This is an optimization exercise on Yosys and OpenROAD, whose aim is small area, not a production implementation.
The RTL was checked by simulation tests, not by an equivalence proof against the original design.
Power and IR drop assume default switching activity.

## ssl
module ssl(clk, erst, din, dIdA, dIdB, dIdC, dSsA);
    input clk;
    input erst;
    input [3:0] din;
    output [6:0] dIdA;
    output [6:0] dIdB;
    output [6:0] dIdC;
    output [20:0] dSsA;
    wire rst;
    wire ena;
    wire [6:0] cntin;
    wire [3:0] dline;
    wire [127:0] dinRef;
    reg ph;
    reg valid0, valid1;
    rst_synch #(4, 2) rstSynchInst (
        .clk (clk),
        .erst (erst),
        .rst (rst),
        .ena (ena)
    );
    counter #(128) counterInst (
        .clk (clk),
        .rst (rst),
        .ena (ena),
        .dout (cntin)
    );
    input_buff inputBuffInst (
        .din (din),
        .clk (clk),
        .rst (rst),
        .ena (ena),
        .dout (dline)
    );
    always @ (posedge clk or negedge rst) begin
        if (!rst) begin
            ph <= 1'b0;
            valid0 <= 1'b0;
            valid1 <= 1'b0;
        end
        else if (cntin == 7'd127) begin
            ph <= ~ph;
            valid0 <= 1'b1;
            valid1 <= valid0;
        end
    end
    wire cnt0 = (cntin == 7'd0);
    wire first = (cntin == 7'd1);
    wire inwin = (cntin != 7'd0) && (cntin < 7'd125);
    wire [6:0] lag = cntin - 7'd1;
    shift_reg refInst (
        .din (dline[0]),
        .clk (clk),
        .load (cnt0),
        .dout (dinRef)
    );
    proc_array procArrayA (
        .dinRef (dinRef), .din (dline[1]), .clk (clk), .rst (rst),
        .ph (ph), .phn (~ph), .first (first), .inwin (inwin), .lag (lag),
        .cnt0 (cnt0), .valid (valid1), .dout (dIdA)
    );
    proc_array procArrayB (
        .dinRef (dinRef), .din (dline[2]), .clk (clk), .rst (rst),
  ...
Size in the first run: ~48 I/O pins, roughly 39000 µm² of cells after synthesis.
export LEC_CHECK = 0
export CAP_MARGIN = 20
export CORE_MARGIN = 2
export CORE_UTILIZATION = 50
export SLEW_MARGIN = 20
export SYNTH_HIERARCHICAL = 1
export SYNTH_MINIMUM_KEEP_SIZE = 0
create_clock -name core_clock -period 15.0 [get_ports {clk}]
standard.sh (not shown) runs the stock make flow with config.mk's settings and CLKGATE_MAP_FILE= SYNTH_SCRIPT=/design/flow/synth_recipe.tcl, a recipe that flattens the netlist after the stock synthesis.
==> flow/flow/run.sh <==
#!/bin/bash
# Own layout flow: the standard synthesis, then the standard ORFS layout
# with three changes:
#  * combinational cells in the synthesized netlist start at their smallest
#    drive strength (downsize.py); repair_design and repair_timing size up
#    whatever needs it;
#  * floorplan removes synthesis buffers instead of sizing on wire-load
#    estimates (REMOVE_ABC_BUFFERS);
#  * CTS uses small clock buffers and no dummy loads.
set -euo pipefail
R=orfs/results/${FLOW_PLATFORM}/ssl/base

bash standard.sh synth > synth.log 2>&1
cp $R/1_2_yosys.v synth_netlist.v
python3 flow/downsize.py $R/1_2_yosys.v > downsize.log 2>&1

CTS="-sink_clustering_enable -repair_clock_nets -dont_use_dummy_load"
CTS="$CTS -buf_list ${CTS_BUF:-sky130_fd_sc_hd__clkbuf_4}"
bash standard.sh REMOVE_ABC_BUFFERS=1 "CTS_ARGS=$CTS" finish > layout.log 2>&1
Other scripts of this flow, unchanged in this note and not shown: flow/flow/downsize.py
Change:
==> flow/flow/run.sh (replaced) <==
#!/bin/bash
# Own layout flow: the standard synthesis, then the standard ORFS layout
# with these changes (settings in flow/knobs.sh):
#  * combinational cells in the synthesized netlist start at their smallest
#    drive strength (downsize.py); repair_design and repair_timing size up
#    whatever needs it;
#  * floorplan removes synthesis buffers instead of sizing on wire-load
#    estimates (REMOVE_ABC_BUFFERS);
#  * the port buffers are the smallest buffer cell;
#  * CTS uses the clock buffer and clustering in knobs.sh and no dummy loads.
set -euo pipefail
R=orfs/results/${FLOW_PLATFORM}/ssl/base
source flow/knobs.sh

bash standard.sh synth > synth.log 2>&1
cp $R/1_2_yosys.v synth_netlist.v
python3 flow/downsize.py $R/1_2_yosys.v > downsize.log 2>&1

CTS="-sink_clustering_enable -repair_clock_nets -dont_use_dummy_load"
CTS="$CTS -buf_list $CTS_BUF $CTS_EXTRA"
bash standard.sh REMOVE_ABC_BUFFERS=1 "CTS_ARGS=$CTS" \
    "BUFFER_PORTS_ARGS=-buffer_cell sky130_fd_sc_hd__buf_1" \
    $EXTRA_VARS finish > layout.log 2>&1
==> flow/flow/knobs.sh (new file) <==
CTS_BUF=sky130_fd_sc_hd__clkbuf_4
CTS_EXTRA="-sink_clustering_size 9 -sink_clustering_max_diameter 40"
EXTRA_VARS=""
What happened:
- area after synthesis is unchanged
- worst hold slack got worse by 21 ps
- final cell count came out lower by 3.7%
- clock power is lower by 28%
- routed wire length shrinks by 0.40%
- clock skew rose by 47 ps
- sequential power hardly moves
- non-clock buffer count grows by 2
Change:
==> flow/flow/knobs.sh (replaced) <==
CTS_BUF=sky130_fd_sc_hd__clkbuf_4
CTS_EXTRA="-sink_clustering_size 11 -sink_clustering_max_diameter 40"
EXTRA_VARS=""
- CORE_UTILIZATION: 50 -> 65
Result:
- The changed run finished with timing, DRC and antenna clean
- total power drops by 0.67%
- flip-flop and latch count does not change
- count of clock-buffer cells in the layout drops by 22
- via count drops by 0.73%
- design area drops by 1.2%
- global-route usage climbs by 5.3 points
- synthesized cell count does not change
- final cell count drops by 7.7%
Change:
==> flow/flow/knobs.sh (replaced) <==
CTS_BUF=sky130_fd_sc_hd__clkbuf_8
CTS_EXTRA="-sink_clustering_size 18 -sink_clustering_max_diameter 50"
EXTRA_VARS=""
- CORE_UTILIZATION: 65 -> 50
Effect: Via count went down by 0.88%; core utilization goes down by 15 points; routed wire length climbs by 4.0%; worst setup slack is better by 270 ps; sequential cell count stays the same; first-iteration DRC count climbs by 27%; die area came out higher by 29%; cell area goes up by 1.5%; combinational power shrinks by 7.3%.

## static timing again, ports no longer ideal
In the flow no input, the clock included, has a driving cell. The finished layouts below were timed again as built, in two steps. Step 1 (the two cells are an assumption about what drives the block):
set clk [get_ports {clk}]
set_driving_cell -lib_cell sky130_fd_sc_hd__clkbuf_16 $clk
set_driving_cell -lib_cell sky130_fd_sc_hd__buf_2 [delete_from_list [all_inputs] $clk]
Step 2 moves the port delays by t, midway between the first and last clock arrival at a register: inputs arrive t later, outputs are due t later. That takes back most of the time a late clock gives input paths. a / b / c = ideal / step 1 / step 2; a / b = the first two.
| run | shift t [ns] | setup slack, ns | hold WS [ns] | latest minus earliest clock arrival (ns) | worst slew at a driven data input, ns |
|---|---|---|---|---|---|
| the first run | 1.090 | 4.336 / 4.336 / 4.336 | 0.271 / 0.271 / 0.271 | 0.107 / 0.107 | 0.05 |
| the second run | 1.038 | 4.602 / 4.602 / 4.602 | 0.250 / 0.250 / 0.250 | 0.137 / 0.137 | 0.05 |
| the third run | 1.016 | 4.296 / 4.296 / 4.296 | 0.251 / 0.251 / 0.251 | 0.126 / 0.126 | 0.03 |
| the fourth run | 0.734 | 4.563 / 4.563 / 4.563 | 0.284 / 0.284 / 0.284 | 0.101 / 0.100 | 0.05 |
After both steps every run listed still meets setup and hold.
